Background: an optimization exercise with open tools, aiming at small area, a short achievable clock period and few clock cycles per item. Do not read the settings as production practice.
Only simulation tests tie the RTL to the original design; equivalence was not proved.

<file path="run.sh">
#!/bin/bash
# synth_recipe.tcl (not shown) runs the flow's synth.tcl, then flattens the netlist and writes it again
# the make line also repeats each setting of config.mk as NAME=value (left out here)
make -C /OpenROAD-flow-scripts/flow DESIGN_CONFIG=/design/flow/config.mk WORK_HOME=/design/flow/orfs CLKGATE_MAP_FILE= SYNTH_SCRIPT=/design/flow/synth_recipe.tcl finish
</file>
<file path="config.mk">
export PLATFORM = sky130hd
export DESIGN_NAME = AES_TI_core
export DESIGN_NICKNAME = AES_TI_core
export VERILOG_FILES = /design/flow/design.v
export SDC_FILE = /design/flow/constraint.sdc
export NUM_CORES = 4
export LEC_CHECK = 0
export CAP_MARGIN = 20
export CORE_MARGIN = 2
export CORE_UTILIZATION = 40
export SLEW_MARGIN = 20
</file>
<file path="constraint.sdc">
create_clock -name core_clock -period 6.0 [get_ports {CLK}]
set_input_delay 1.2000 -clock core_clock [delete_from_list [all_inputs] [get_ports {CLK}]]
set_output_delay 1.2000 -clock core_clock [all_outputs]
set_load 0.01 [all_outputs]
</file>
<file path="design.v">
module AES_TI_core(Din0, Kin, Dout0, CLK, RSTn, Dvld, Kvld, BSY, EN, Drdy, Krdy);
  input [127:0] Din0, Kin;
  output [127:0] Dout0;
  input CLK, RSTn, Drdy, Krdy, EN;
  output Dvld, BSY, Kvld;
  reg Dvld, Kvld, BSY;
  reg [3:0] tau;       
  reg [3:0] rnd_no;    
  reg [31:0] RG00, RG01, RG02, RG03;
  reg [31:0] RG10, RG11, RG12, RG13;
  reg [31:0] RG20, RG21, RG22, RG23;
  reg [31:0] RG30, RG31, RG32, RG33;
  wire [31:0] WR0, TR0, WR1, TR1, WR2, TR2, WR3, TR3;
  wire [127:0] rnd;
  assign TR0 = RG00 ^ (RG00 << 11);
  assign WR0 = (RG03 ^ (RG03 >> 19)) ^ (TR0 ^ (TR0 >> 8));
  assign TR1 = RG10 ^ (RG10 << 11);
  assign WR1 = (RG13 ^ (RG13 >> 19)) ^ (TR1 ^ (TR1 >> 8));
  assign TR2 = RG20 ^ (RG20 << 11);
  assign WR2 = (RG23 ^ (RG23 >> 19)) ^ (TR2 ^ (TR2 >> 8));
  assign TR3 = RG30 ^ (RG30 << 11);
  assign WR3 = (RG33 ^ (RG33 >> 19)) ^ (TR3 ^ (TR3 >> 8));
  assign rnd = {WR3, WR2, WR1, WR0};
  always @(posedge CLK) begin
    if (RSTn==0) begin
      RG00 <= 32'd123456789; RG01 <= 32'd362436069; RG02 <= 32'd521288629; RG03 <= 32'd88675123;
      RG10 <= 32'd141592653; RG11 <= 32'd589793238; RG12 <= 32'd462433832; RG13 <= 32'd79502884;
      RG20 <= 32'd413213562; RG21 <= 32'd373095048; RG22 <= 32'd87242096; RG23 <= 32'd98078569;
      RG30 <= 32'h89a01b2f; RG31 <= 32'h9fe9cb91; RG32 <= 32'hd9e6ab64; RG33 <= 32'ha723cecf;
    end else begin
      RG00 <= RG01; RG01 <= RG02; RG02 <= RG03; RG03 <= WR0;
      RG10 <= RG11; RG11 <= RG12; RG12 <= RG13; RG13 <= WR1;
      RG20 <= RG21; RG21 <= RG22; RG22 <= RG23; RG23 <= WR2;
      RG30 <= RG31; RG31 <= RG32; RG32 <= RG33; RG33 <= WR3;
    end
  end
  wire idle_en = EN & ~BSY;
  wire kload = idle_en & Krdy;
  wire dload = idle_en & ~Krdy & Drdy;
  wire finish = BSY & (rnd_no == 4'd11);
  always @(posedge CLK) begin
    if (RSTn==0) begin
      BSY <= 1'b0; Dvld <= 1'b0; Kvld <= 1'b0; tau <= 4'd0; rnd_no <= 4'd1;
    end else begin
      Dvld <= finish;
      if (kload) Kvld <= 1'b1;
      if (dload) begin
        BSY <= 1'b1; Kvld <= 1'b0; tau <= 4'd0; rnd_no <= 4'd1;
      end else if (BSY) begin
        if (finish) BSY <= 1'b0;
        if (tau == 4'd9) begin
          tau <= 4'd0; rnd_no <= rnd_no + 4'd1;
        end else begin
          tau <= tau + 4'd1;
        end
      end
    end
  end
  reg [31:0] kr0, kr1, kr2, kr3;
  reg [31:0] T;            
  wire [7:0] rcon;
  reg [7:0] rcon_r;
  always @(*) begin
    case (rnd_no)
      4'd1: rcon_r = 8'h01; 4'd2: rcon_r = 8'h02; 4'd3: rcon_r = 8'h04; 4'd4: rcon_r = 8'h08;
      4'd5: rcon_r = 8'h10; 4'd6: rcon_r = 8'h20; 4'd7: rcon_r = 8'h40; 4'd8: rcon_r = 8'h80;
      4'd9: rcon_r = 8'h1b; default: rcon_r = 8'h36;
    endcase
  end
  assign rcon = rcon_r;
  wire kupd = BSY & (rnd_no != 4'd11) & (tau[3:2] == 2'b01);    
  wire [31:0] newcol = kr0 ^ ((tau[1:0] == 2'b00) ? (T ^ {rcon, 24'd0}) : kr3);
  always @(posedge CLK) begin
    if (kload) begin
      kr0 <= Kin[127:96]; kr1 <= Kin[95:64]; kr2 <= Kin[63:32]; kr3 <= Kin[31:0];
    end else if (kupd) begin
      kr0 <= kr1; kr1 <= kr2; kr2 <= kr3; kr3 <= newcol;
    end
  end
  reg [7:0] ksin;
  always @(*) begin
    if (~BSY | (tau == 4'd9)) ksin = kr3[23:16];       
    else case (tau[1:0])
      2'd0: ksin = kr3[15:8];                          
      2'd1: ksin = kr3[7:0];                           
      default: ksin = kr3[31:24];                      
    endcase
  end
  wire [7:0] ksout;
  Sbox_plain_pipe ksb (.CLK(CLK), .in0(ksin), .out0(ksout));
  always @(posedge CLK) begin
    if (BSY & (tau[3:2] == 2'b00)) T <= {T[23:0], ksout};
  end
  wire [31:0] arkcol = (tau == 4'd4) ? newcol : (tau == 4'd8) ? kr2 : kr3;
  wire [127:0] S0, S1;
  reg [7:0] B0, B1;      
  wire [1:0] dsel = tau[2:1];
  wire [4:0] qa = {dsel, 2'b00} + {3'b000, 1'b0, tau[0]};         
  wire [4:0] qb = {dsel, 2'b00} + {3'b000, 1'b1, tau[0]};         
  wire [7:0] a0 = S0[8*qa[3:0] +: 8];
  wire [7:0] a1 = S1[8*qa[3:0] +: 8];
  wire [7:0] b0 = S0[8*qb[3:0] +: 8];
  wire [7:0] b1 = S1[8*qb[3:0] +: 8];
  wire [31:0] oa, ob;    
  Sbox_TI sba (.CLK(CLK), .in0(a0), .in1(a1), .r(rnd[63:0]), .out(oa));
  Sbox_TI sbb (.CLK(CLK), .in0(b0), .in1(b1), .r(rnd[127:64]), .out(ob));
  wire [7:0] ya0, ya1, yb0, yb1;
  Sbox_out soa (.in(oa), .out0(ya0), .out1(ya1));
  Sbox_out sob (.in(ob), .out0(yb0), .out1(yb1));
  reg [7:0] cA0, cA1, cB0, cB1;
  always @(posedge CLK) begin
    cA0 <= ya0; cA1 <= ya1; cB0 <= yb0; cB1 <= yb1;
  end
  wire last = (rnd_no == 4'd11) | ((rnd_no == 4'd10) & (tau != 4'd0));
  wire [31:0] col0 = {cA0, ya0, cB0, yb0};
  wire [31:0] col1 = {cA1, ya1, cB1, yb1};
  wire [31:0] mc0, mc1;
  MixCol mxa (.in0(col0), .out0(mc0));
  MixCol mxb (.in0(col1), .out0(mc1));
  wire [31:0] w0 = last ? col0 : mc0;
  wire [31:0] w1 = (last ? col1 : mc1) ^ arkcol;
  wire wr_any = BSY & ((tau == 4'd4) | (tau == 4'd6) | (tau == 4'd8) | ((tau == 4'd0) & (rnd_no != 4'd1)));
  wire [1:0] s = (tau == 4'd0) ? 2'd3 : (tau == 4'd4) ? 2'd0 : (tau == 4'd6) ? 2'd1 : 2'd2;
  wire bcommit = BSY & (tau == 4'd8);
  wire [127:0] ld0, ld1;
  genvar gi, gd;
  generate
    for (gd = 0; gd < 4; gd = gd + 1) begin : g_d
      for (gi = 0; gi < 4; gi = gi + 1) begin : g_i
        localparam integer Q = 4*gd + gi;              
        localparam integer C = (gd + gi) % 4;          
        localparam integer N = 4*C + gi;               
        localparam integer KC = C;
        wire [7:0] din_b = Din0[127-8*N -: 8];
        wire [7:0] key_b = (KC == 0) ? kr0[31-8*gi -: 8] : (KC == 1) ? kr1[31-8*gi -: 8] :
                           (KC == 2) ? kr2[31-8*gi -: 8] : kr3[31-8*gi -: 8];
        wire [7:0] r_b = rnd[8*Q +: 8];
        assign ld0[8*Q +: 8] = din_b ^ r_b;
        assign ld1[8*Q +: 8] = r_b ^ key_b;
        wire we = (Q == 13) ? bcommit : (wr_any & (s == C));
        wire [7:0] wd0 = (Q == 13) ? B0 : w0[31-8*gi -: 8];
        wire [7:0] wd1 = (Q == 13) ? B1 : w1[31-8*gi -: 8];
        reg [7:0] s0q, s1q;
        always @(posedge CLK) begin
          if (dload) begin
            s0q <= ld0[8*Q +: 8];
            s1q <= ld1[8*Q +: 8];
          end else if (we) begin
            s0q <= wd0;
            s1q <= wd1;
          end
        end
        assign S0[8*Q +: 8] = s0q;
        assign S1[8*Q +: 8] = s1q;
        wire [7:0] dout_b = S0[8*Q +: 8] ^ S1[8*Q +: 8];
        assign Dout0[127-8*N -: 8] = dout_b;
      end
    end
  endgenerate
  always @(posedge CLK) begin
    if (BSY & (tau == 4'd4)) begin
      B0 <= w0[23:16]; B1 <= w1[23:16];
    end
  end
endmodule  
module Sbox_TI (CLK, in0, in1, r, out);
  input CLK;
  input [7:0] in0, in1;
  input [63:0] r;
  output [31:0] out;
  reg [31:0] out;
  wire [7:0] t0, t1, o0, o1, o2, o3;
  iso isa (.in0(in0), .out0(t0));
  iso isb (.in0(in1), .out0(t1));
  inversion_TI inv (.in0(t0), .in1(t1), .out0(o0), .out1(o1), .out2(o2), .out3(o3), .r(r), .CLK(CLK));
  always @(posedge CLK) out <= {o0, o1, o2, o3};
endmodule
module Sbox_out (in, out0, out1);
  input [31:0] in;
  output [7:0] out0, out1;
  wire [7:0] a0, a1;
  affine_add af0 (.in0(in[31:24] ^ in[23:16]), .out0(a0));
  affine     af1 (.in0(in[15:8] ^ in[7:0]), .out0(a1));
  inviso iv0 (.in0(a0), .out0(out0));
  inviso iv1 (.in0(a1), .out0(out1));
endmodule
module MixCol (in0, out0);
  input [31:0] in0;
  output [31:0] out0;
  wire [7:0] a0 = in0[31:24], a1 = in0[23:16], a2 = in0[15:8], a3 = in0[7:0];
  wire [7:0] t = a0 ^ a1 ^ a2 ^ a3;
  function [7:0] xt(input [7:0] x);
    xt = {x[6:0], 1'b0} ^ (x[7] ? 8'h1b : 8'h00);
  endfunction
  assign out0[31:24] = a0 ^ t ^ xt(a0 ^ a1);
  assign out0[23:16] = a1 ^ t ^ xt(a1 ^ a2);
  assign out0[15:8]  = a2 ^ t ^ xt(a2 ^ a3);
  assign out0[7:0]   = a3 ^ t ^ xt(a3 ^ a0);
endmodule
module Sbox_plain_pipe (CLK, in0, out0);
  input CLK;
  input [7:0] in0;
  output [7:0] out0;
  wire [7:0] x;
  wire [3:0] p, sq;
  reg [3:0] c_r, hi_r, lo_r;
  wire [3:0] d, oh, ol;
  wire [7:0] af;
  iso is0 (.in0(in0), .out0(x));
  gf24mul mulc (.in0(x[3:0]), .in1(x[7:4]), .out0(p));
  SqSc sqc (.in0(x[3:0] ^ x[7:4]), .out0(sq));
  always @(posedge CLK) begin
    c_r <= p ^ sq; hi_r <= x[7:4]; lo_r <= x[3:0];
  end
  GF_INV_4 inv4 (.in0(c_r), .out0(d));
  gf24mul mulh (.in0(d), .in1(lo_r), .out0(oh));
  gf24mul mull (.in0(d), .in1(hi_r), .out0(ol));
  affine af1 (.in0({oh, ol}), .out0(af));
  inviso iv (.in0(af), .out0(out0));
endmodule
module inversion_TI (in0, in1, out0, out1, out2, out3, r, CLK);
  input [7:0] in0, in1;
  output [7:0] out0, out1, out2, out3;
  input [63:0] r;
  input CLK;
  reg [3:0] s0reg, s1reg, s2reg, s3reg, i0reg, i1reg, i2reg, i3reg, i4reg, i5reg, i6reg, i7reg,
            h00reg, h01reg, h10reg, h11reg, l00reg, l01reg, l10reg, l11reg;
  wire [3:0] s0, s1, s2, s3;
  Stage1 S1 (.in00(in0[3:0]), .in01(in1[3:0]), .in10(in0[7:4]), .in11(in1[7:4]),
             .out0(s0), .out1(s1), .out2(s2), .out3(s3), .r0(r[47:44]), .r1(r[43:40]), .r2(r[39:36]));
  wire [3:0] i0, i1, i2, i3, i4, i5, i6, i7;
  Stage2 S2 (.in0(s0reg), .in1(s1reg), .in2(s2reg), .in3(s3reg),
             .out0(i0), .out1(i1), .out2(i2), .out3(i3), .out4(i4), .out5(i5), .out6(i6), .out7(i7),
             .r0(r[35:32]), .r1(r[31:28]), .r2(r[27:24]), .r3(r[51:48]), .r4(r[55:52]), .r5(r[59:56]), .r6(r[63:60]));
  wire [3:0] t0, t1, t2, t3, u0, u1, u2, u3;
  Stage3 S3 (.inh0(h10reg), .inh1(h11reg), .inl0(l10reg), .inl1(l11reg),
             .in0(i0reg), .in1(i1reg), .in2(i2reg), .in3(i3reg),
             .in4(i4reg), .in5(i5reg), .in6(i6reg), .in7(i7reg),
             .out0(out0[7:4]), .out1(out1[7:4]), .out2(out2[7:4]), .out3(out3[7:4]),
             .out4(out0[3:0]), .out5(out1[3:0]), .out6(out2[3:0]), .out7(out3[3:0]),
             .r0(r[23:20]), .r1(r[19:16]), .r2(r[15:12]), .r3(r[11:8]), .r4(r[7:4]), .r5(r[3:0]));
  always @(posedge CLK) begin
    s0reg <= s0; s1reg <= s1; s2reg <= s2; s3reg <= s3;
    i0reg <= i0; i1reg <= i1; i2reg <= i2; i3reg <= i3; i4reg <= i4; i5reg <= i5; i6reg <= i6; i7reg <= i7;
    h00reg <= in0[7:4]; h01reg <= in1[7:4]; l00reg <= in0[3:0]; l01reg <= in1[3:0];
    h10reg <= h00reg; h11reg <= h01reg; l10reg <= l00reg; l11reg <= l01reg;
  end
endmodule  
module MixColumns (in0, out0, out1);
  input [31:0] in0;
  output [31:0] out0, out1;
  wire [7:0] a3, a2, a1, a0, b3, b2, b1, b0, c1, c0,
             w3, w2, w1, w0, v3, v2, v1, v0;
  assign {a3, a2, a1, a0} = in0;
  assign b3 = a3 ^ a2; assign b2 = a2 ^ a1;
  assign b1 = a1 ^ a0; assign b0 = a0 ^ a3;
  affine_bp1 beta0 (.in0(b0), .out0(v0));
  affine_bp1 beta1 (.in0(b1), .out0(v1));
  affine_bp1 beta2 (.in0(b2), .out0(v2));
  affine_bp1 beta3 (.in0(b3), .out0(v3));
  assign c0 = a0 ^ a1;
  assign c1 = a2 ^ a3;
  assign out0 = {a1^c1^v0, c0^a2^v3, c0^a3^v2, a0^c1^v1};
  assign out1 = {a3, a2, a1, a0};
endmodule  
module affine_add (in0, out0);
  input [7:0] in0;
  output [7:0] out0;
  assign out0[0] = in0[4]^in0[5]^in0[6];
  assign out0[1] = in0[1]^in0[3]^in0[5];
  assign out0[2] = in0[1]^in0[5]^in0[7];
  assign out0[3] = in0[1]^in0[4]^in0[6];
  assign out0[4] = in0[2]^in0[3]^in0[4]^in0[5]^in0[6];
  assign out0[5] = in0[1]^in0[6];
  assign out0[6] = in0[2]^in0[6];
  assign out0[7] = in0[0]^in0[3]^in0[5]^in0[7];
endmodule  
module affine (in0, out0);
  input [7:0] in0;
  output [7:0] out0;
  assign out0[0] = ~in0[4]^in0[5]^in0[6];
  assign out0[1] = in0[1]^in0[3]^in0[5];
  assign out0[2] = ~in0[1]^in0[5]^in0[7];
  assign out0[3] = ~in0[1]^in0[4]^in0[6];
  assign out0[4] = ~in0[2]^in0[3]^in0[4]^in0[5]^in0[6];
  assign out0[5] = in0[1]^in0[6];
  assign out0[6] = in0[2]^in0[6];
  assign out0[7] = in0[0]^in0[3]^in0[5]^in0[7];
endmodule  
module affine_bp1 (in0, out0);
  input [7:0] in0;
  output [7:0] out0;
  assign out0[0] = in0[1]^in0[3]^in0[5]^in0[6];
  assign out0[1] = in0[0]^in0[1]^in0[2]^in0[3]^in0[4]^in0[5]^in0[7];
  assign out0[2] = in0[1]^in0[2]^in0[4];
  assign out0[3] = in0[0]^in0[1]^in0[3]^in0[5];
  assign out0[4] = in0[1]^in0[2]^in0[6];
  assign out0[5] = in0[0]^in0[1]^in0[3]^in0[7];
  assign out0[6] = in0[0]^in0[4]^in0[7];
  assign out0[7] = in0[1]^in0[5]^in0[6]^in0[7];
endmodule  
module Stage3 (inh0, inh1, inl0, inl1, in0, in1, in2, in3, in4, in5, in6, in7,
               out0, out1, out2, out3, out4, out5, out6, out7, r0, r1, r2, r3, r4, r5);
  input [3:0] inh0, inh1, inl0, inl1,
              in0, in1, in2, in3, in4, in5, in6, in7;
  output [3:0] out0, out1, out2, out3, out4, out5, out6, out7;
  input [3:0] r0, r1, r2, r3, r4, r5;
  wire [3:0] a0, a1, z0, z1, z2, z3, z4, z5, z6, z7;
  assign a0 = in0 ^ in2 ^ in4 ^ in6;
  assign a1 = in1 ^ in3 ^ in5 ^ in7;
  wire [1:0] ff0, ff1;
  wire f0, f1, h0, l0, h1, l1;
  assign ff0 = a0[3:2] ^ a0[1:0];
  assign f0 = ^ff0;
  assign {h0, l0} = {a0[3]^a0[2], a0[1]^a0[0]};
  assign ff1 = a1[3:2] ^ a1[1:0];
  assign f1 = ^ff1;
  assign {h1, l1} = {a1[3]^a1[2], a1[1]^a1[0]};
  gf24mul_factoring mulf0 (.in0(inl0), .in1(a0), .ff(ff0), .f(f0), .h(h0), .l(l0), .out0(z0));
  gf24mul_factoring mulf1 (.in0(inl0), .in1(a1), .ff(ff1), .f(f1), .h(h1), .l(l1), .out0(z1));
  gf24mul_factoring mulf2 (.in0(inl1), .in1(a0), .ff(ff0), .f(f0), .h(h0), .l(l0), .out0(z2));
  gf24mul_factoring mulf3 (.in0(inl1), .in1(a1), .ff(ff1), .f(f1), .h(h1), .l(l1), .out0(z3));
  gf24mul_factoring mulf4 (.in0(inh0), .in1(a0), .ff(ff0), .f(f0), .h(h0), .l(l0), .out0(z4));
  gf24mul_factoring mulf5 (.in0(inh0), .in1(a1), .ff(ff1), .f(f1), .h(h1), .l(l1), .out0(z5));
  gf24mul_factoring mulf6 (.in0(inh1), .in1(a0), .ff(ff0), .f(f0), .h(h0), .l(l0), .out0(z6));
  gf24mul_factoring mulf7 (.in0(inh1), .in1(a1), .ff(ff1), .f(f1), .h(h1), .l(l1), .out0(z7));
  assign out0 = z0 ^ r0;
  assign out1 = z1 ^ r1;
  assign out2 = z2 ^ r2;
  assign out3 = z3 ^ r0 ^ r1 ^ r2;
  assign out4 = z4 ^ r3;
  assign out5 = z5 ^ r4;
  assign out6 = z6 ^ r5;
  assign out7 = z7 ^ r3 ^ r4 ^ r5;
endmodule  
module gf24mul_factoring (in0, in1, ff, f, h, l, out0);
  input [3:0] in0, in1;
  output [3:0] out0;
  input [1:0] ff;
  input f, h, l;
  wire [1:0] a0, a1, p0, p1, p2, b0;
  assign a1 = ff;
  assign a0 = in0[3:2] ^ in0[1:0];
  gf22mul_scl_factoring mulf0 (.in0(a0), .in1(a1), .f(f), .out0(p2));
  gf22mul_factoring mulf1 (.in0(in0[3:2]), .in1(in1[3:2]), .f(h), .out0(p1));
  gf22mul_factoring mulf2 (.in0(in0[1:0]), .in1(in1[1:0]), .f(l), .out0(p0));
  assign out0 = {p1^p2, p0^p2};
endmodule  
module gf22mul_scl_factoring (in0, in1, f, out0);
  input [1:0] in0, in1;
  input f;
  output [1:0] out0;
  wire a0, a1, p0, p1, p2;
  assign {a1, a0} = {f, ^in0};
  assign {p2, p1, p0} = {~(a1&a0), ~(in1&in0)};
  assign out0 = {p2^p0, p1^p0};
endmodule  
module gf22mul_factoring (in0, in1, f, out0);
  input [1:0] in0, in1;
  input f;
  output [1:0] out0;
  wire a0, a1, p0, p1, p2;
  assign {a1, a0} = {f, ^in0};
  assign {p2, p1, p0} = {~(a1&a0), ~(in1&in0)};
  assign out0 = {p2^p1, p2^p0};
endmodule  
module Stage2 (in0, in1, in2, in3,
               out0, out1, out2, out3, out4, out5, out6, out7,
               r0, r1, r2, r3, r4, r5, r6);
  input [3:0] in0, in1, in2, in3;
  output [3:0] out0, out1, out2, out3, out4, out5, out6, out7;
  input [3:0] r0, r1, r2;
  input [3:0] r3, r4, r5, r6;
  wire a0, a1, a2, a3, b0, b1, b2, b3;
  wire aa02, aa03, aa12, aa13;
  wire ab02, ab03, ab12, ab13;
  wire ba02, ba03, ba12, ba13;
  wire bb02, bb03, bb12, bb13;
  wire aba013, aba123;
  wire abb012, abb013;
  wire baa012, baa013;
  wire bab013, bab123;
  wire aab123, bba123;
  wire [3:0] z000, z001, z010, z011, z100, z101, z110, z111;
  assign {a3, a2, a1, a0} = in0 ^ in1;
  assign {b3, b2, b1, b0} = in2 ^ in3;
  assign aa02 = a0 & a2;  assign ab02 = a0 & b2;  assign ba02 = b0 & a2;  assign bb02 = b0 & b2;
  assign aa03 = a0 & a3;  assign ab03 = a0 & b3;  assign ba03 = b0 & a3;  assign bb03 = b0 & b3;
  assign aa12 = a1 & a2;  assign ab12 = a1 & b2;  assign ba12 = b1 & a2;  assign bb12 = b1 & b2;
  assign aa13 = a1 & a3;  assign ab13 = a1 & b3;  assign ba13 = b1 & a3;  assign bb13 = b1 & b3;
    assign aab123 = ab13&a2;
    assign aba013 = aa03&b1;   assign aba123 = aa13&b2;
  assign abb012 = bb12&a0; assign abb013 = ab03&b1;  
  assign baa012 = aa12&b0; assign baa013 = ba03&a1;  
    assign bab013 = bb03&a1;   assign bab123 = bb13&a2;
    assign bba123 = ba13&b2;
  assign z000 = {aa12|a0, aa13|a0, aa03|a2, aa13|a2};
  assign z001 = {ab12&(~a0), ab13&(~a0), ab03&(~a2), ab13&(~a2)^ab03};
  assign z010 = {b1&(~aa02^b3), aba013^ba12^aa02, a3&(~ab02^a1), aba123^ab02};
  assign z011 = {abb012^ba13, abb013^ab02^bb12, b3&(ab02^a1), b2&(ab13^b0)^bb03};
  assign z100 = {baa012^ab13, baa013^ba02^aa12, a3&(ba02^b1), a2&(ba13^a0)^aa03};
  assign z101 = {a1&(~bb02^a3), bab013^ab12^bb02, b3&(~ba02^b1), bab123^ba02};
  assign z110 = {ba12&(~b0), ba13&(~b0), ba03&(~b2), ba13&(~b2)^ba03};
  assign z111 = {bb12|b0, bb13|b0, bb03|b2, bb13|b2};
  assign out0 = z000 ^ r0;
  assign out1 = z001 ^ r1;
  assign out2 = z010 ^ r2;
  assign out3 = z011 ^ r3;
  assign out4 = z100 ^ r4;
  assign out5 = z101 ^ r5;
  assign out6 = z110 ^ r6;
  assign out7 = z111 ^ r0 ^ r1 ^ r2 ^ r3 ^ r4 ^ r5 ^ r6;
endmodule  
module Stage1 (in00, in01, in10, in11, out0, out1, out2, out3, r0, r1, r2);
  input [3:0] in00, in01, in10, in11;  
  output [3:0] out0, out1, out2, out3;
  input [3:0] r0, r1, r2;  
  wire [3:0] p0, p1, p2, p3, s0, s1;
  gf24mul mul0 (.in0(in00), .in1(in10), .out0(p0));
  gf24mul mul1 (.in0(in00), .in1(in11), .out0(p1));
  gf24mul mul2 (.in0(in01), .in1(in10), .out0(p2));
  gf24mul mul3 (.in0(in01), .in1(in11), .out0(p3));
  SqSc SqSc0 (.in0(in00^in10), .out0(s0));
  SqSc SqSc1 (.in0(in01^in11), .out0(s1));
  assign out0 = p0 ^ r0 ^ s0;
  assign out1 = p1 ^ r1;
  assign out2 = p2 ^ (r0 ^ r1 ^ r2);
  assign out3 = p3 ^ s1 ^ r2;
endmodule  
module SqSc (in0, out0);
  input [3:0] in0;
  output [3:0] out0;
  wire [1:0] a, a2, b;
  assign a = in0[3:2] ^ in0[1:0];
  assign a2 = {a[0], a[1]};
  assign b = {in0[1]^in0[0], in0[0]};
  assign out0 = {a2, b};
endmodule  
module gf28mul (in0, in1, out0);
  input [7:0] in0, in1;
  output [7:0] out0;
  wire [3:0] a1, a0, p2, p1, p0, s0;
  assign a1 = in1[7:4] ^ in1[3:0];
  assign a0 = in0[7:4] ^ in0[3:0];
  gf24mul mul0 (.in0(a1), .in1(a0), .out0(p2));
  gf24mul mul1 (.in0(in0[7:4]), .in1(in1[7:4]), .out0(p1));
  gf24mul mul2 (.in0(in0[3:0]), .in1(in1[3:0]), .out0(p0));
  Scaler Sc (.in0(p2), .out0(s0));
  assign out0 = {p1^s0, p0^s0};
endmodule
module Scaler (in0, out0);
  input [3:0] in0;
  output [3:0] out0;
  wire [1:0] a, a2, b;
  assign a = in0[3:2] ^ in0[1:0];
  assign b = {in0[0], in0[1] ^ in0[0]} ^ in0[3:2];
  assign out0 = {a, b};
endmodule  
module gf24mul (in0, in1, out0);
  input [3:0] in0, in1;
  output [3:0] out0;
  wire [1:0] a0, a1, p0, p1, p2;
  assign a1 = in1[3:2] ^ in1[1:0];
  assign a0 = in0[3:2] ^ in0[1:0];
  gf22mul_scaling mul0 (.in0(a1), .in1(a0), .out0(p2));
  gf22mul mul1 (.in0(in0[3:2]), .in1(in1[3:2]), .out0(p1));
  gf22mul mul2 (.in0(in0[1:0]), .in1(in1[1:0]), .out0(p0));
  assign out0 = {p1^p2, p0^p2};
endmodule  
module gf22mul_scaling (in0, in1, out0);
  input [1:0] in0, in1;
  output [1:0] out0;
  wire a0, a1, p0, p1, p2;
  assign {a1, a0} = {^in1, ^in0};
  assign {p2, p1, p0} = {~(a1&a0), ~(in1&in0)};
  assign out0 = {p2^p0, p1^p0};
endmodule  
module gf22mul (in0, in1, out0);
  input [1:0] in0, in1;
  output [1:0] out0;
  wire a0, a1, p0, p1, p2;
  assign {a1, a0} = {^in1, ^in0};
  assign {p2, p1, p0} = {~(a1&a0), ~(in1&in0)};
  assign out0 = {p2^p1, p2^p0};
endmodule  
module iso (in0, out0);
  input [7:0] in0;
  output [7:0] out0;
  assign out0[0] = in0[4]^in0[5];
  assign out0[1] = in0[1]^in0[3]^in0[4]^in0[6];
  assign out0[2] = in0[0]^in0[1]^in0[2]^in0[5]^in0[7];
  assign out0[3] = in0[4]^in0[5]^in0[7];
  assign out0[4] = in0[0]^in0[3];
  assign out0[5] = in0[1]^in0[4]^in0[5]^in0[7];
  assign out0[6] = in0[4]^in0[5]^in0[6]^in0[7];
  assign out0[7] = in0[0]^in0[4]^in0[5];
endmodule  
module inviso (in0, out0);
  input [7:0] in0;
  output [7:0] out0;
  assign out0[0] = in0[0]^in0[7];
  assign out0[1] = in0[3]^in0[5];
  assign out0[2] = in0[1]^in0[2]^in0[4]^in0[6];
  assign out0[3] = in0[0]^in0[4]^in0[7];
  assign out0[4] = in0[0]^in0[1]^in0[4]^in0[5]^in0[6]^in0[7];
  assign out0[5] = in0[1]^in0[4]^in0[5]^in0[6]^in0[7];
  assign out0[6] = in0[3]^in0[6];
  assign out0[7] = in0[0]^in0[3];
endmodule  
module GF_INV_8 (in0, out0);
  input [7:0] in0;
  output [7:0] out0;
  wire [3:0] hi, lo, p, sq, c, d, oh, ol;
  assign hi = in0[7:4];
  assign lo = in0[3:0];
  gf24mul mulc (.in0(lo), .in1(hi), .out0(p));
  SqSc sqc (.in0(lo ^ hi), .out0(sq));
  assign c = p ^ sq;
  GF_INV_4 inv4 (.in0(c), .out0(d));
  gf24mul mulh (.in0(d), .in1(lo), .out0(oh));
  gf24mul mull (.in0(d), .in1(hi), .out0(ol));
  assign out0 = {oh, ol};
endmodule  
module GF_INV_4 (in0, out0);
  input [3:0] in0;
  output reg [3:0] out0;
  always @(*) begin
    case (in0)
      4'h0: out0 = 4'h0;  4'h1: out0 = 4'hc;  4'h2: out0 = 4'h8;  4'h3: out0 = 4'h4;
      4'h4: out0 = 4'h3;  4'h5: out0 = 4'ha;  4'h6: out0 = 4'h7;  4'h7: out0 = 4'h6;
      4'h8: out0 = 4'h2;  4'h9: out0 = 4'hd;  4'ha: out0 = 4'h5;  4'hb: out0 = 4'he;
      4'hc: out0 = 4'h1;  4'hd: out0 = 4'h9;  4'he: out0 = 4'hb;  default: out0 = 4'hf;
    endcase
  end
endmodule  
</file>
==> flow_summary.toml, run 1 <==
[outcome]
outcome = "no timing/DRC/antenna violations"

[finish]
area_growth_syn_to_layout_pct = 19.6
finalNetCount = 6441
sequential_standard_cell_area_um2 = 29000
fillers = 13900
final_cell_count_no_fill = 8303
drive_gt1_share_pct = 9.58
reg_top3 = "g_d.g_i.s0q (128), g_d.g_i.s1q (128)"
multi_input_comb_area_um2 = 31200

[flow_run]
drv.max_cap_violation_count = 0

[sta]
rsz0062_at_grt = "no"
achievable-frequency_mhz = 211
setup_viol = 0
tightest_slew_ps = 1220
post-route-period-util_pct = 78.8
layout_min_cycle_time_ps = 4730
fin_skew_ps = 25.5
number_of_slew_limit_violations_in_the_final_report = 0
hold_viol_final = 0
slew-limit-headroom_pct = 18.4
setup-tns-final_ps = 0

[clock_tree]
postCtsSetupBuffers = 0
insertion_delay_ps = 800
htreeDepth = 4
hold_fix_buffer_count_after_cts = 0
clk_pin_slew_worst_paths_ps = 70
cts.path.max_buffers = 3
cts_resized = 0
tritoncts = "done"
tritoncts.num_buffers = 141
clock_tree.root_cell = "sky130_fd_sc_hd__clkbuf_16"
cts.sink_count = 1231

[yosys]
syn-mean-instance-area_um2 = 10.6
leading_post_synthesis_cells_by_cell_area = "sky130_fd_sc_hd__dfxtp_1 26%, sky130_fd_sc_hd__edfxtp_1 21%, sky130_fd_sc_hd__xnor2_1 17%, sky130_fd_sc_hd__xor2_1 9.3%, sky130_fd_sc_hd__nand2_1 3.8%"
post_synth_most_frequent_cells = "1161 x sky130_fd_sc_hd__xnor2_1, 799 x sky130_fd_sc_hd__dfxtp_1, 643 x sky130_fd_sc_hd__xor2_1"
async_reset_ff_share_pct = 0
synth_sequential_area_ratio_pct = 47.6
synthesis.nets = 6014
postSynthRegisterBits = 1231
number_of_synthesis_warnings = 6
yosys.cell_count.top_type = "sky130_fd_sc_hd__xnor2_1"
synth_top_cell_by_area = "sky130_fd_sc_hd__dfxtp_1"
syn-cell-area_um2 = 60800
synth_flop_cell = "sky130_fd_sc_hd__dfxtp_1"
yosys.cell_types.count = 65
synth_edf_count = 432
syn_inst = 5725
synth_top_cell_area_share_pct = 26.3

[detailed_routing]
firstDrtPassIters = 7
vias_per_cell = 5.34
drc = 0
route.final.wire_length_mm = 234
final_antenna_net_count = 0
dr_total_vias = 44300
routed_wire_length_per_instance_um = 28.2
drt_iter0_drc = 5848

[global_route]
groute.usage.overall_pct = 29.5
sum_of_overflow_across_all_layers_after_global_routing = 0
global_route_wire_length_before_repair_mm = 323
grt_max_degree = 193
antenna_found_initial = 8
number_of_global_route_vias_before_repair = 41300

[die]
dieWidth_um = 394
core_um2 = 152000
num_rows = 143
io_pins = 392
initial_core_util_pct = 40.1
die_h_um = 394
floorplan_die_area_um2 = 155000

[worst_setup_path]
required_ps = 6650
arrival_ps = 5380
worst-setup-path-type = "flip-flop to flip-flop"
path_max_fanout = 24
worst_setup_path_end_kind = "flip-flop"
critPathLaunchType = "flip-flop"

[placed_design]
place.gp.congestion = 0.987
numPlacedInstances = 8038
port-buffer-count = 391
dp.final_hpwl_mm = 182

[worst_hold_path]
hold_class = "flip-flop to flip-flop"
-- cell type report --
class                   count  area share (%)
well taps                2030            3.49
repair buffers            528            6.96
flip-flops and latches   1231            39.9
clock buffers             201            5.73
clock inverters            62           0.807
multi-input cells        4212            43.0
inverters                  38           0.196
diodes                      1         0.00344
-- path summary, 6_finish.rpt --
path,start,to,slack [ps],depth (start not counted)
worst max-delay path,tau[0],ksb.mulh.in0[1],1270,14
worst min register to register,sba.inv.l01reg[3],sba.inv.l11reg[3],330,0
worst min-delay path,sba.inv.l01reg[3],sba.inv.l11reg[3],330,0
worst max register to register,tau[0],ksb.mulh.in0[1],1270,14
-- per-layer routing --
metal	vias to the layer above	part of all wire (%)	GRT usage [%]	wire (um)
met5	-	0.022	0	51
met3	323	10	6.31	23700
li1	19800	-	-	-
met4	8	4.2	11.5	9760
met1	21900	44	43.5	104000
met2	2314	41	41.8	96400
-- worst max-delay path, stage by stage, from the launching register on --
cell and delay [ps]:
sky130_fd_sc_hd__dfxtp_4 690, sky130_fd_sc_hd__buf_4 470, sky130_fd_sc_hd__mux2_4 350, sky130_fd_sc_hd__mux2i_4 230, sky130_fd_sc_hd__xnor3_1 430, sky130_fd_sc_hd__mux2_4 290, sky130_fd_sc_hd__xor3_1 440, sky130_fd_sc_hd__a311o_1 390
sky130_fd_sc_hd__a31oi_2 290, sky130_fd_sc_hd__xnor2_1 300, sky130_fd_sc_hd__inv_1 130, sky130_fd_sc_hd__ha_1 310, sky130_fd_sc_hd__inv_1 50, sky130_fd_sc_hd__a31oi_1 130, sky130_fd_sc_hd__a31oi_1 60
-- layout by cell type (no fill, tap or decap), types with 31 or more instances in the layout --
master,n
sky130_fd_sc_hd__nand2b_1,207
sky130_fd_sc_hd__a22oi_1,59
sky130_fd_sc_hd__dfxtp_1,796
sky130_fd_sc_hd__edfxtp_1,432
sky130_fd_sc_hd__nand2_1,607
sky130_fd_sc_hd__xnor2_2,61
sky130_fd_sc_hd__clkbuf_16,150
sky130_fd_sc_hd__mux4_2,64
sky130_fd_sc_hd__mux2_2,52
sky130_fd_sc_hd__a21oi_1,164
sky130_fd_sc_hd__o21ai_0,402
sky130_fd_sc_hd__buf_4,127
sky130_fd_sc_hd__nor2b_1,31
sky130_fd_sc_hd__clkdlybuf4s50_1,390
sky130_fd_sc_hd__and2_1,235
sky130_fd_sc_hd__inv_1,34
sky130_fd_sc_hd__nor3_1,31
sky130_fd_sc_hd__xor2_1,634
sky130_fd_sc_hd__mux2i_1,69
sky130_fd_sc_hd__nor2_1,228
sky130_fd_sc_hd__xnor2_1,1112
sky130_fd_sc_hd__a21o_1,41
-- kinds of logic (layout without fill, tap and decap cells) --
group | count (synthesis) | after routing | share of synthesized area, %
flops | 1231 | 1231 | 47.6
compound gates | 751 | 751 | 6.94
xor+xnor | 1842 | 1842 | 27.3
mux | 199 | 199 | 4.88
fa+ha+maj | 28 | 28 | 0.576
buf+inv | 282 | 829 | 1.88
other cells | 0 | 1 | 0
simple gates | 1392 | 1392 | 10.8
-- through the flow --
step | utilization, % | setup slack (ps) | hold slack (ps) | cell area (um2)
floorplan | - | 592 | 310 | 60800
global placement | 44.8 | 1300 | 313 | 67900
detailed placement | 44.8 | 1310 | 314 | 67900
CTS | 48.0 | 1290 | 326 | 72700
global route | 48.0 | 1090 | 332 | 72700
finish | 48.0 | 1270 | 327 | 72700
Testbench counts, summed over its fixed seeds: cycles 19,776, items 192.
==> run 2, diff against run 1 <==
--- a/design.v
+++ b/design.v
@@ -5,5 +5,5 @@
   output Dvld, BSY, Kvld;
   reg Dvld, Kvld, BSY;
-  reg [3:0] tau;       
+  reg [2:0] tau;       
   reg [3:0] rnd_no;    
   reg [31:0] RG00, RG01, RG02, RG03;
@@ -11,15 +11,10 @@
   reg [31:0] RG20, RG21, RG22, RG23;
   reg [31:0] RG30, RG31, RG32, RG33;
-  wire [31:0] WR0, TR0, WR1, TR1, WR2, TR2, WR3, TR3;
-  wire [127:0] rnd;
-  assign TR0 = RG00 ^ (RG00 << 11);
-  assign WR0 = (RG03 ^ (RG03 >> 19)) ^ (TR0 ^ (TR0 >> 8));
-  assign TR1 = RG10 ^ (RG10 << 11);
-  assign WR1 = (RG13 ^ (RG13 >> 19)) ^ (TR1 ^ (TR1 >> 8));
-  assign TR2 = RG20 ^ (RG20 << 11);
-  assign WR2 = (RG23 ^ (RG23 >> 19)) ^ (TR2 ^ (TR2 >> 8));
-  assign TR3 = RG30 ^ (RG30 << 11);
-  assign WR3 = (RG33 ^ (RG33 >> 19)) ^ (TR3 ^ (TR3 >> 8));
-  assign rnd = {WR3, WR2, WR1, WR0};
+  wire [31:0] WA0, WB0, WA1, WB1, WA2, WB2, WA3, WB3;
+  xs_step2 x0 (.r0(RG00), .r1(RG01), .r3(RG03), .wa(WA0), .wb(WB0));
+  xs_step2 x1 (.r0(RG10), .r1(RG11), .r3(RG13), .wa(WA1), .wb(WB1));
+  xs_step2 x2 (.r0(RG20), .r1(RG21), .r3(RG23), .wa(WA2), .wb(WB2));
+  xs_step2 x3 (.r0(RG30), .r1(RG31), .r3(RG33), .wa(WA3), .wb(WB3));
+  wire [255:0] rnd = {WB3, WA3, WB2, WA2, WB1, WA1, WB0, WA0};
   always @(posedge CLK) begin
     if (RSTn==0) begin
@@ -29,8 +24,8 @@
       RG30 <= 32'h89a01b2f; RG31 <= 32'h9fe9cb91; RG32 <= 32'hd9e6ab64; RG33 <= 32'ha723cecf;
     end else begin
-      RG00 <= RG01; RG01 <= RG02; RG02 <= RG03; RG03 <= WR0;
-      RG10 <= RG11; RG11 <= RG12; RG12 <= RG13; RG13 <= WR1;
-      RG20 <= RG21; RG21 <= RG22; RG22 <= RG23; RG23 <= WR2;
-      RG30 <= RG31; RG31 <= RG32; RG32 <= RG33; RG33 <= WR3;
+      RG00 <= RG02; RG01 <= RG03; RG02 <= WA0; RG03 <= WB0;
+      RG10 <= RG12; RG11 <= RG13; RG12 <= WA1; RG13 <= WB1;
+      RG20 <= RG22; RG21 <= RG23; RG22 <= WA2; RG23 <= WB2;
+      RG30 <= RG32; RG31 <= RG33; RG32 <= WA3; RG33 <= WB3;
     end
   end
@@ -38,19 +33,19 @@
   wire kload = idle_en & Krdy;
   wire dload = idle_en & ~Krdy & Drdy;
-  wire finish = BSY & (rnd_no == 4'd11);
+  wire finish = BSY & (rnd_no == 4'd10) & (tau == 3'd6);
   always @(posedge CLK) begin
     if (RSTn==0) begin
-      BSY <= 1'b0; Dvld <= 1'b0; Kvld <= 1'b0; tau <= 4'd0; rnd_no <= 4'd1;
+      BSY <= 1'b0; Dvld <= 1'b0; Kvld <= 1'b0; tau <= 3'd0; rnd_no <= 4'd1;
     end else begin
       Dvld <= finish;
       if (kload) Kvld <= 1'b1;
       if (dload) begin
-        BSY <= 1'b1; Kvld <= 1'b0; tau <= 4'd0; rnd_no <= 4'd1;
+        BSY <= 1'b1; Kvld <= 1'b0; tau <= 3'd0; rnd_no <= 4'd1;
       end else if (BSY) begin
         if (finish) BSY <= 1'b0;
-        if (tau == 4'd9) begin
-          tau <= 4'd0; rnd_no <= rnd_no + 4'd1;
+        if (tau == 3'd6) begin
+          tau <= 3'd0; rnd_no <= rnd_no + 4'd1;
         end else begin
-          tau <= tau + 4'd1;
+          tau <= tau + 3'd1;
         end
       end
@@ -58,17 +53,15 @@
   end
   reg [31:0] kr0, kr1, kr2, kr3;
-  reg [31:0] T;            
-  wire [7:0] rcon;
-  reg [7:0] rcon_r;
+  reg [7:0] rcon;
   always @(*) begin
     case (rnd_no)
-      4'd1: rcon_r = 8'h01; 4'd2: rcon_r = 8'h02; 4'd3: rcon_r = 8'h04; 4'd4: rcon_r = 8'h08;
-      4'd5: rcon_r = 8'h10; 4'd6: rcon_r = 8'h20; 4'd7: rcon_r = 8'h40; 4'd8: rcon_r = 8'h80;
-      4'd9: rcon_r = 8'h1b; default: rcon_r = 8'h36;
+      4'd1: rcon = 8'h01; 4'd2: rcon = 8'h02; 4'd3: rcon = 8'h04; 4'd4: rcon = 8'h08;
+      4'd5: rcon = 8'h10; 4'd6: rcon = 8'h20; 4'd7: rcon = 8'h40; 4'd8: rcon = 8'h80;
+      4'd9: rcon = 8'h1b; default: rcon = 8'h36;
     endcase
   end
-  assign rcon = rcon_r;
-  wire kupd = BSY & (rnd_no != 4'd11) & (tau[3:2] == 2'b01);    
-  wire [31:0] newcol = kr0 ^ ((tau[1:0] == 2'b00) ? (T ^ {rcon, 24'd0}) : kr3);
+  wire kupd = BSY & (tau >= 3'd3);
+  reg [31:0] T;
+  wire [31:0] newcol = kr0 ^ ((tau == 3'd3) ? (T ^ {rcon, 24'd0}) : kr3);
   always @(posedge CLK) begin
     if (kload) begin
@@ -78,52 +71,32 @@
     end
   end
-  reg [7:0] ksin;
-  always @(*) begin
-    if (~BSY | (tau == 4'd9)) ksin = kr3[23:16];       
-    else case (tau[1:0])
-      2'd0: ksin = kr3[15:8];                          
-      2'd1: ksin = kr3[7:0];                           
-      default: ksin = kr3[31:24];                      
-    endcase
-  end
-  wire [7:0] ksout;
-  Sbox_plain_pipe ksb (.CLK(CLK), .in0(ksin), .out0(ksout));
-  always @(posedge CLK) begin
-    if (BSY & (tau[3:2] == 2'b00)) T <= {T[23:0], ksout};
-  end
-  wire [31:0] arkcol = (tau == 4'd4) ? newcol : (tau == 4'd8) ? kr2 : kr3;
+  wire [7:0] ksin0 = (tau == 3'd0) ? kr3[23:16] : kr3[7:0];
+  wire [7:0] ksin1 = (tau == 3'd0) ? kr3[15:8]  : kr3[31:24];
+  wire [7:0] ksout0, ksout1;
+  Sbox_plain_pipe ks0 (.CLK(CLK), .in0(ksin0), .out0(ksout0));
+  Sbox_plain_pipe ks1 (.CLK(CLK), .in0(ksin1), .out0(ksout1));
+  always @(posedge CLK) T <= {T[15:0], ksout0, ksout1};
   wire [127:0] S0, S1;
-  reg [7:0] B0, B1;      
-  wire [1:0] dsel = tau[2:1];
-  wire [4:0] qa = {dsel, 2'b00} + {3'b000, 1'b0, tau[0]};         
-  wire [4:0] qb = {dsel, 2'b00} + {3'b000, 1'b1, tau[0]};         
-  wire [7:0] a0 = S0[8*qa[3:0] +: 8];
-  wire [7:0] a1 = S1[8*qa[3:0] +: 8];
-  wire [7:0] b0 = S0[8*qb[3:0] +: 8];
-  wire [7:0] b1 = S1[8*qb[3:0] +: 8];
-  wire [31:0] oa, ob;    
-  Sbox_TI sba (.CLK(CLK), .in0(a0), .in1(a1), .r(rnd[63:0]), .out(oa));
-  Sbox_TI sbb (.CLK(CLK), .in0(b0), .in1(b1), .r(rnd[127:64]), .out(ob));
-  wire [7:0] ya0, ya1, yb0, yb1;
-  Sbox_out soa (.in(oa), .out0(ya0), .out1(ya1));
-  Sbox_out sob (.in(ob), .out0(yb0), .out1(yb1));
-  reg [7:0] cA0, cA1, cB0, cB1;
-  always @(posedge CLK) begin
-    cA0 <= ya0; cA1 <= ya1; cB0 <= yb0; cB1 <= yb1;
-  end
-  wire last = (rnd_no == 4'd11) | ((rnd_no == 4'd10) & (tau != 4'd0));
-  wire [31:0] col0 = {cA0, ya0, cB0, yb0};
-  wire [31:0] col1 = {cA1, ya1, cB1, yb1};
-  wire [31:0] mc0, mc1;
-  MixCol mxa (.in0(col0), .out0(mc0));
-  MixCol mxb (.in0(col1), .out0(mc1));
-  wire [31:0] w0 = last ? col0 : mc0;
-  wire [31:0] w1 = (last ? col1 : mc1) ^ arkcol;
-  wire wr_any = BSY & ((tau == 4'd4) | (tau == 4'd6) | (tau == 4'd8) | ((tau == 4'd0) & (rnd_no != 4'd1)));
-  wire [1:0] s = (tau == 4'd0) ? 2'd3 : (tau == 4'd4) ? 2'd0 : (tau == 4'd6) ? 2'd1 : 2'd2;
-  wire bcommit = BSY & (tau == 4'd8);
-  wire [127:0] ld0, ld1;
+  wire [1:0] dsel = tau[1:0];
+  wire [31:0] y0, y1;    
   genvar gi, gd;
   generate
+    for (gi = 0; gi < 4; gi = gi + 1) begin : g_sb
+      wire [7:0] a0 = S0[8*(4*dsel + gi) +: 8];
+      wire [7:0] a1 = S1[8*(4*dsel + gi) +: 8];
+      wire [31:0] o;
+      Sbox_TI sb (.CLK(CLK), .in0(a0), .in1(a1), .r(rnd[64*gi +: 64]), .out(o));
+      Sbox_out so (.in(o), .out0(y0[31-8*gi -: 8]), .out1(y1[31-8*gi -: 8]));
+    end
+  endgenerate
+  wire last = (rnd_no == 4'd10);
+  wire [31:0] mc0, mc1;
+  MixCol mxa (.in0(y0), .out0(mc0));
+  MixCol mxb (.in0(y1), .out0(mc1));
+  wire [31:0] w0 = last ? y0 : mc0;
+  wire [31:0] w1 = (last ? y1 : mc1) ^ newcol;
+  wire wr_any = BSY & (tau >= 3'd3);
+  wire [1:0] s = tau[1:0] + 2'd1;
+  generate
     for (gd = 0; gd < 4; gd = gd + 1) begin : g_d
       for (gi = 0; gi < 4; gi = gi + 1) begin : g_i
@@ -131,37 +104,34 @@
         localparam integer C = (gd + gi) % 4;          
         localparam integer N = 4*C + gi;               
-        localparam integer KC = C;
         wire [7:0] din_b = Din0[127-8*N -: 8];
-        wire [7:0] key_b = (KC == 0) ? kr0[31-8*gi -: 8] : (KC == 1) ? kr1[31-8*gi -: 8] :
-                           (KC == 2) ? kr2[31-8*gi -: 8] : kr3[31-8*gi -: 8];
+        wire [7:0] key_b = (C == 0) ? kr0[31-8*gi -: 8] : (C == 1) ? kr1[31-8*gi -: 8] :
+                           (C == 2) ? kr2[31-8*gi -: 8] : kr3[31-8*gi -: 8];
         wire [7:0] r_b = rnd[8*Q +: 8];
-        assign ld0[8*Q +: 8] = din_b ^ r_b;
-        assign ld1[8*Q +: 8] = r_b ^ key_b;
-        wire we = (Q == 13) ? bcommit : (wr_any & (s == C));
-        wire [7:0] wd0 = (Q == 13) ? B0 : w0[31-8*gi -: 8];
-        wire [7:0] wd1 = (Q == 13) ? B1 : w1[31-8*gi -: 8];
+        wire we = wr_any & (s == C);
         reg [7:0] s0q, s1q;
         always @(posedge CLK) begin
           if (dload) begin
-            s0q <= ld0[8*Q +: 8];
-            s1q <= ld1[8*Q +: 8];
+            s0q <= din_b ^ r_b;
+            s1q <= r_b ^ key_b;
           end else if (we) begin
-            s0q <= wd0;
-            s1q <= wd1;
+            s0q <= w0[31-8*gi -: 8];
+            s1q <= w1[31-8*gi -: 8];
           end
         end
         assign S0[8*Q +: 8] = s0q;
         assign S1[8*Q +: 8] = s1q;
-        wire [7:0] dout_b = S0[8*Q +: 8] ^ S1[8*Q +: 8];
-        assign Dout0[127-8*N -: 8] = dout_b;
+        assign Dout0[127-8*N -: 8] = s0q ^ s1q;
       end
     end
   endgenerate
-  always @(posedge CLK) begin
-    if (BSY & (tau == 4'd4)) begin
-      B0 <= w0[23:16]; B1 <= w1[23:16];
-    end
-  end
 endmodule  
+module xs_step2 (r0, r1, r3, wa, wb);
+  input [31:0] r0, r1, r3;
+  output [31:0] wa, wb;
+  wire [31:0] ta = r0 ^ (r0 << 11);
+  wire [31:0] tb = r1 ^ (r1 << 11);
+  assign wa = (r3 ^ (r3 >> 19)) ^ (ta ^ (ta >> 8));
+  assign wb = (wa ^ (wa >> 19)) ^ (tb ^ (tb >> 8));
+endmodule
 module Sbox_TI (CLK, in0, in1, r, out);
   input CLK;
==> flow_summary.toml, run 2 <==
[worst_hold_path]
hold_class = "flip-flop to flip-flop"
worstHoldStart = "g_sb[2].sb.inv.l00reg[3]"

[worst_setup_path]
worst-setup-path-type = "flip-flop to flip-flop"
timing.critical_path.from = "g_sb[3].sb.out[23]"
worst_setup_path_end_kind = "flip-flop"
critical_path.reg2reg.startpoint = "g_sb[3].sb.out[23]"
path_max_fanout = 6
arrival_ps = 4970
critPathLaunchType = "flip-flop"
required_ps = 6520

[clock_tree]
clock_tree.root_cell = "sky130_fd_sc_hd__clkbuf_16"
clk_pin_slew_worst_paths_ps = 60
htreeDepth = 4
cts.sink_count = 1418
tritoncts.num_buffers = 159
postCtsSetupBuffers = 0
insertion_delay_ps = 830
hold_fix_buffer_count_after_cts = 0
cts.path.max_buffers = 3
cts_resized = 0
tritoncts = "done"

[yosys]
synth_top_cell_by_area = "sky130_fd_sc_hd__dfxtp_1"
syn-mean-instance-area_um2 = 10.1
synth_top_cell_area_share_pct = 26.6
synth_mux_area_share_pct = 2.81
synth_sequential_area_ratio_pct = 41.4
synth-xor-area-share_pct = 35.7
leading_post_synthesis_cells_by_cell_area = "sky130_fd_sc_hd__dfxtp_1 27%, sky130_fd_sc_hd__xnor2_1 22%, sky130_fd_sc_hd__edfxtp_1 15%, sky130_fd_sc_hd__xor2_1 10%, sky130_fd_sc_hd__nand2_1 3.5%"
post_synth_most_frequent_cells = "1952 x sky130_fd_sc_hd__xnor2_1, 1034 x sky130_fd_sc_hd__dfxtp_1, 902 x sky130_fd_sc_hd__xor2_1"
synth_edf_count = 384
post_synth_fa_ha_maj_area_fraction_pct = 0.819
synth-compound-area-share_pct = 7.32
yosys.cell_count.top_type = "sky130_fd_sc_hd__xnor2_1"
async_reset_ff_share_pct = 0
synth_top_family_by_area = "XOR/XNOR gates"
synthSimpleGateAreaFrac_pct = 10.2
number_of_synthesis_warnings = 6
syn_inst = 7683
yosys.cell_types.count = 77
syn-cell-area_um2 = 77900
postSynthRegisterBits = 1418
synth_flop_cell = "sky130_fd_sc_hd__dfxtp_1"
synthesis.nets = 7995

[detailed_routing]
drt_iter0_drc = 5680
firstDrtPassIters = 6
dr_total_vias = 55800
route.final.wire_length_mm = 277
routed_wire_length_per_instance_um = 25.7
vias_per_cell = 5.18
drc = 0
final_antenna_net_count = 0

[sta]
setup_viol = 0
tightest_slew_ps = 1200
setup-tns-final_ps = 0
hold_viol_final = 0
rsz0062_at_grt = "no"
layout_min_cycle_time_ps = 4450
number_of_slew_limit_violations_in_the_final_report = 0
achievable-frequency_mhz = 225
slew-limit-headroom_pct = 19.2
post-route-period-util_pct = 74.2
fin_skew_ps = 37.8

[global_route]
groute.usage.overall_pct = 27.3
sum_of_overflow_across_all_layers_after_global_routing = 0
antenna_found_initial = 5
number_of_global_route_vias_before_repair = 54600
global_route_wire_length_before_repair_mm = 391
grt_max_degree = 213

[finish]
finalNetCount = 8431
layout.cells.most_common_list = "1918 x sky130_fd_sc_hd__xnor2_1, 1032 x sky130_fd_sc_hd__dfxtp_1, 899 x sky130_fd_sc_hd__xor2_1"
area_growth_syn_to_layout_pct = 16.9
fillers = 18000
reg_top3 = "g_d.g_i.s0q (128), g_d.g_i.s1q (128), g_sb.sb.out (128)"
final_cell_count_no_fill = 10800
drive_gt1_share_pct = 8.29
most_frequent_standard_cell_in_the_layout_excluding_fill_and_tap_cells = "sky130_fd_sc_hd__xnor2_1"
final_area_um2 = 91000

[die]
die_h_um = 445
core_um2 = 193000
dieWidth_um = 445
io_pins = 392
initial_core_util_pct = 40.4
num_rows = 161
floorplan_die_area_um2 = 198000

[placed_design]
place.gp.congestion = 0.957
port-buffer-count = 391
dp.final_hpwl_mm = 217
placed_area_um2 = 85600
numPlacedInstances = 10500

[flow_run]
drv.max_cap_violation_count = 0

[outcome]
outcome = "no timing/DRC/antenna violations"
[run 2: changes by cell type after synthesis, sizes merged, moves of 33 or more]
cell    previous run  this run
xnor2           1176      2004
xor2             646       915
dfxtp            799      1034
nor2             229       444
nand2            609       735
o21ai            412       501
a21oi            166       237
a22oi             59       119
edfxtp           432       384
clkbuf           211       255
xnor3             15        54
mux2              54        21
nand2b           207       174
[run 2: path summary, 6_finish.rpt]
| check | endpoint | slack, ps | cells past startpoint |
|---|---|---|---|
| worst max-delay path | g_d[2].g_i[0].s0q[5] | 1550 | 8 |
| worst max register to register | g_d[2].g_i[0].s0q[5] | 1550 | 8 |
| worst min-delay path | g_sb[2].sb.inv.l10reg[3] | 320 | 0 |
| worst min register to register | g_sb[2].sb.inv.l10reg[3] | 320 | 0 |
[run 2: cells by family (layout without fill, tap and decap cells)]
kind of cell / Yosys count / after routing
buf+inv: 351 / 922
fa+ha+maj: 51 / 51
mux: 134 / 134
xor+xnor: 2986 / 2986
simple gates: 1747 / 1747
other cells: 0 / 2
compound gates: 996 / 996
flops: 1418 / 1418
[run 2: critical path, cell delays in order, from the launching register on]
cell and delay, ps:
sky130_fd_sc_hd__dfxtp_1 310, sky130_fd_sc_hd__xnor2_1 370, sky130_fd_sc_hd__xnor3_1 720, sky130_fd_sc_hd__xnor2_2 810, sky130_fd_sc_hd__xor2_1 620, sky130_fd_sc_hd__xnor2_1 220
sky130_fd_sc_hd__xnor2_1 190, sky130_fd_sc_hd__o211ai_1 660, sky130_fd_sc_hd__o21ai_0 240
[run 2: final cells by class]
type / count / area [um2] / share of cell area (%)
multi-input cells: 5914 / 44600 / 49.0
diodes: 2 / 5.00 / 0.00550
inverters: 49 / 186 / 0.205
flip-flops and latches: 1418 / 32200 / 35.4
clock inverters: 66 / 732 / 0.804
clock buffers: 230 / 4690 / 5.15
repair buffers: 577 / 5420 / 5.96
well taps: 2526 / 3160 / 3.47
[run 2: per-layer routing]
metal	GRT usage (%)	vias up	wire, um
met5	0	-	13
met4	15.6	2	17800
met3	3.85	438	16700
met2	44.3	1995	128000
met1	34.9	27300	114000
li1	-	26100	-
[run 2: through the flow]
step	util, %	hold slack [ps]	worst slack, ps
floorplan	-	310	-92.5
global placement	44.3	314	1590
detailed placement	44.3	312	1530
CTS	47.1	325	1490
global route	47.2	329	1470
finish	47.2	324	1550
Testbench counts of run 2, summed over its fixed seeds: cycles 13,824, items 192.
==> run 3, diff against run 2 <==
--- a/design.v
+++ b/design.v
@@ -5,5 +5,5 @@
   output Dvld, BSY, Kvld;
   reg Dvld, Kvld, BSY;
-  reg [2:0] tau;       
+  reg [6:0] ph;        
   reg [3:0] rnd_no;    
   reg [31:0] RG00, RG01, RG02, RG03;
@@ -33,20 +33,20 @@
   wire kload = idle_en & Krdy;
   wire dload = idle_en & ~Krdy & Drdy;
-  wire finish = BSY & (rnd_no == 4'd10) & (tau == 3'd6);
+  wire finish = ph[6] & (rnd_no == 4'd10);
   always @(posedge CLK) begin
     if (RSTn==0) begin
-      BSY <= 1'b0; Dvld <= 1'b0; Kvld <= 1'b0; tau <= 3'd0; rnd_no <= 4'd1;
+      BSY <= 1'b0; Dvld <= 1'b0; Kvld <= 1'b0; rnd_no <= 4'd1; ph <= 7'd0;
     end else begin
       Dvld <= finish;
       if (kload) Kvld <= 1'b1;
       if (dload) begin
-        BSY <= 1'b1; Kvld <= 1'b0; tau <= 3'd0; rnd_no <= 4'd1;
+        BSY <= 1'b1; Kvld <= 1'b0; rnd_no <= 4'd1; ph <= 7'd1;
       end else if (BSY) begin
-        if (finish) BSY <= 1'b0;
-        if (tau == 3'd6) begin
-          tau <= 3'd0; rnd_no <= rnd_no + 4'd1;
+        if (finish) begin
+          BSY <= 1'b0; ph <= 7'd0;
         end else begin
-          tau <= tau + 3'd1;
+          ph <= {ph[5:0], ph[6]};
         end
+        if (ph[6]) rnd_no <= rnd_no + 4'd1;
       end
     end
@@ -61,7 +61,7 @@
     endcase
   end
-  wire kupd = BSY & (tau >= 3'd3);
+  wire kupd = ph[3] | ph[4] | ph[5] | ph[6];
   reg [31:0] T;
-  wire [31:0] newcol = kr0 ^ ((tau == 3'd3) ? (T ^ {rcon, 24'd0}) : kr3);
+  wire [31:0] newcol = kr0 ^ ((ph[3]) ? (T ^ {rcon, 24'd0}) : kr3);
   always @(posedge CLK) begin
     if (kload) begin
@@ -71,6 +71,6 @@
     end
   end
-  wire [7:0] ksin0 = (tau == 3'd0) ? kr3[23:16] : kr3[7:0];
-  wire [7:0] ksin1 = (tau == 3'd0) ? kr3[15:8]  : kr3[31:24];
+  wire [7:0] ksin0 = ph[0] ? kr3[23:16] : kr3[7:0];
+  wire [7:0] ksin1 = ph[0] ? kr3[15:8]  : kr3[31:24];
   wire [7:0] ksout0, ksout1;
   Sbox_plain_pipe ks0 (.CLK(CLK), .in0(ksin0), .out0(ksout0));
@@ -78,11 +78,12 @@
   always @(posedge CLK) T <= {T[15:0], ksout0, ksout1};
   wire [127:0] S0, S1;
-  wire [1:0] dsel = tau[1:0];
   wire [31:0] y0, y1;    
   genvar gi, gd;
   generate
     for (gi = 0; gi < 4; gi = gi + 1) begin : g_sb
-      wire [7:0] a0 = S0[8*(4*dsel + gi) +: 8];
-      wire [7:0] a1 = S1[8*(4*dsel + gi) +: 8];
+      wire [7:0] a0 = ({8{ph[0]}} & S0[8*gi +: 8]) | ({8{ph[1]}} & S0[8*(4+gi) +: 8]) |
+                      ({8{ph[2]}} & S0[8*(8+gi) +: 8]) | ({8{ph[3]}} & S0[8*(12+gi) +: 8]);
+      wire [7:0] a1 = ({8{ph[0]}} & S1[8*gi +: 8]) | ({8{ph[1]}} & S1[8*(4+gi) +: 8]) |
+                      ({8{ph[2]}} & S1[8*(8+gi) +: 8]) | ({8{ph[3]}} & S1[8*(12+gi) +: 8]);
       wire [31:0] o;
       Sbox_TI sb (.CLK(CLK), .in0(a0), .in1(a1), .r(rnd[64*gi +: 64]), .out(o));
@@ -94,8 +95,6 @@
   MixCol mxa (.in0(y0), .out0(mc0));
   MixCol mxb (.in0(y1), .out0(mc1));
-  wire [31:0] w0 = last ? y0 : mc0;
   wire [31:0] w1 = (last ? y1 : mc1) ^ newcol;
-  wire wr_any = BSY & (tau >= 3'd3);
-  wire [1:0] s = tau[1:0] + 2'd1;
+  wire [31:0] w0 = last ? (y0 ^ w1) : mc0;
   generate
     for (gd = 0; gd < 4; gd = gd + 1) begin : g_d
@@ -108,5 +107,5 @@
                            (C == 2) ? kr2[31-8*gi -: 8] : kr3[31-8*gi -: 8];
         wire [7:0] r_b = rnd[8*Q +: 8];
-        wire we = wr_any & (s == C);
+        wire we = ph[C + 3];
         reg [7:0] s0q, s1q;
         always @(posedge CLK) begin
@@ -121,5 +120,5 @@
         assign S0[8*Q +: 8] = s0q;
         assign S1[8*Q +: 8] = s1q;
-        assign Dout0[127-8*N -: 8] = s0q ^ s1q;
+        assign Dout0[127-8*N -: 8] = s0q;
       end
     end
--- a/config.mk
+++ b/config.mk
@@ -9,3 +9,4 @@
 export CORE_MARGIN = 2
 export CORE_UTILIZATION = 40
+export SETUP_SLACK_MARGIN = 2.5
 export SLEW_MARGIN = 20
==> flow_summary.toml, run 3 <==
[outcome]
outcome = "failed layout checks"
violatedChecks = "max-capacitance violations, max-slew violations"

[sta]
setup_viol = 0
layout_min_cycle_time_ps = 3610
rsz0062_at_grt = "yes"
tightest_slew_ps = 1820
number_of_slew_limit_violations_in_the_final_report = 27

[die]
core_um2 = 191000
io_pins = 392

[yosys]
postSynthRegisterBits = 1422
yosys.cell_types.count = 78
synth_edf_count = 384
syn_inst = 7436
yosys.cell_count.top_type = "sky130_fd_sc_hd__xnor2_1"
synthesis.nets = 7751
synth_top_cell_area_share_pct = 27.0
number_of_synthesis_warnings = 6
async_reset_ff_share_pct = 0

[clock_tree]
htreeDepth = 4
tritoncts.num_buffers = 156
insertion_delay_ps = 820
tritoncts = "done"
clk_pin_slew_worst_paths_ps = 60

[global_route]
global_route_wire_length_before_repair_mm = 405
antenna_found_initial = 9
grt_max_degree = 211
groute.usage.overall_pct = 28.7

[finish]
finalNetCount = 8291
area_growth_syn_to_layout_pct = 20.2
most_frequent_standard_cell_in_the_layout_excluding_fill_and_tap_cells = "sky130_fd_sc_hd__xnor2_1"
drive_gt1_share_pct = 12.7

[worst_setup_path]
worst_setup_path_end_kind = "flip-flop"
worst-r2r-setup-slack_ps = 2390
timing.critical_path.from = "g_sb[1].sb.out[21]"
critPathLaunchType = "flip-flop"
rr_endpoint = "g_d[0].g_i[3].s0q[3]"

[detailed_routing]
vias_per_cell = 5.27
routed_wire_length_per_instance_um = 27.3
drt_iter0_drc = 5282
route.final.wire_length_mm = 290
drc = 0

[flow_run]
drv.max_cap_violation_count = 1

[placed_design]
port-buffer-count = 391
-- run 3: cell count changes in the layout (fill, tap and decap cells not counted), moves of 23 or more --
cell / change
sky130_fd_sc_hd__mux2_2: +137
sky130_fd_sc_hd__o21ai_0: -36
sky130_fd_sc_hd__xnor2_4: +23
sky130_fd_sc_hd__xor2_1: -220
sky130_fd_sc_hd__nor2_1: -62
sky130_fd_sc_hd__a21oi_1: +37
sky130_fd_sc_hd__mux4_2: -64
sky130_fd_sc_hd__a22oi_1: +93
sky130_fd_sc_hd__buf_4: +78
sky130_fd_sc_hd__nand2_1: -323
sky130_fd_sc_hd__xnor2_2: +48
-- run 3: logic make-up after synthesis --
group                    count (synthesis)  share of synthesized area [%]
buffers and inverters                  334                           1.82
AO/OA/AOI/OAI                         1124                           8.76
AND/OR/NAND/NOR                       1397                           8.68
flip-flops                            1422                           42.0
multiplexers                           225                           3.21
XOR/XNOR                              2880                           34.6
adder cells (fa/ha/maj)                 54                          0.879
-- run 3: worst max-delay path by stage --
| stage | end | slack [ps] | cells after the start |
|---|---|---|---|
| after floorplan | g_d[0].g_i[3].s0q[0] | 2040 | 5 |
| after global placement | g_d[3].g_i[0].s0q[5] | 1510 | 6 |
| after detailed placement | g_d[3].g_i[0].s0q[5] | 1520 | 6 |
| after global routing | g_sb[2].sb.inv.s3reg[3] | 2420 | 12 |
| after CTS | g_d[0].g_i[0].s1q[4] | 2360 | 10 |
| final | g_d[0].g_i[3].s0q[3] | 2390 | 9 |
-- run 3: final cells by class --
cell class	instances	area, um2	area share, %
sequential	1422	32300	35.0
clock inverter	67	734	0.795
inverter	38	145	0.157
multi-input combinational	5683	45100	48.8
tap	2511	3140	3.40
timing repair buffer	675	6390	6.91
antenna	6	15.0	0.0162
clock buffer	223	4520	4.89
-- run 3: layer usage --
metal | vias up | global-route usage [%] | routed length, um
met5 | - | 0 | 22
met4 | 4 | 19.6 | 23200
met3 | 664 | 4.02 | 17900
met2 | 2171 | 47.8 | 138000
met1 | 27400 | 34.5 | 111000
li1 | 25800 | - | -
-- run 3: worst max-delay path, cell delays in order (launching register included) --
cell and delay, ps:
sky130_fd_sc_hd__dfxtp_1 350, sky130_fd_sc_hd__xnor2_4 430, sky130_fd_sc_hd__xor2_1 170, sky130_fd_sc_hd__xnor2_2 510, sky130_fd_sc_hd__xnor2_1 270, sky130_fd_sc_hd__xnor2_1 450
sky130_fd_sc_hd__xnor2_1 140, sky130_fd_sc_hd__o21ai_0 610, sky130_fd_sc_hd__nand2_1 320, sky130_fd_sc_hd__o21ai_0 170
-- run 3: metrics by stage --
stage          hold WS [ps]  setup WS, ps  instances
6_report                324          2390      10600
2_1_floorplan           310          2040       7436
5_1_grt                 327          2420      10600
3_3_place_gp            313          1510      10200
3_5_place_dp            312          1520      10200
4_1_cts                 325          2360      10600
-- run 3: what timing repair did --
item,4_1_cts,5_1_grt
pin swaps,6,20
endpoints found under the hold margin,0,0
hold buffers,0,0
buffers inserted,54,33
gates resized for setup,115,113
endpoints found under the setup margin,262,220
cloned,2,1
Testbench counts of run 3, summed over its fixed seeds: cycles 13,824, items 192.

## re-timing with driven ports
No port has a modelled driver above. Below, the same layouts with a new extraction and two added sets of constraints. Step 1: set_driving_cell puts a clkbuf_16 on CLK and a buf_2 on each other input, an assumption about the parent block. Step 2 times the ports against the registers' clock, not the clock port: input delays grow and output delays shrink by t, the midpoint of the rising clock arrivals with the driver on. Slacks: ideal ports / drivers / drivers and shift; pairs: ideal ports / drivers.
run	t, ns	setup WS [ns]	worst setup path at the end	worst register clock-pin slew, ns	pins driven straight from the clock port
run 1	0.867	1.271 / 1.271 / 1.271	register to register	0.07 / 0.07	1
run 2	0.915	1.548 / 1.548 / 1.548	register to register	0.07 / 0.07	1
run 3	0.898	2.391 / 2.391 / 1.587	input to register	0.07 / 0.07	1
For run 3, which loses most, drivers alone change the setup slack by 0.000 ns; drivers and shift together by -0.804 ns.
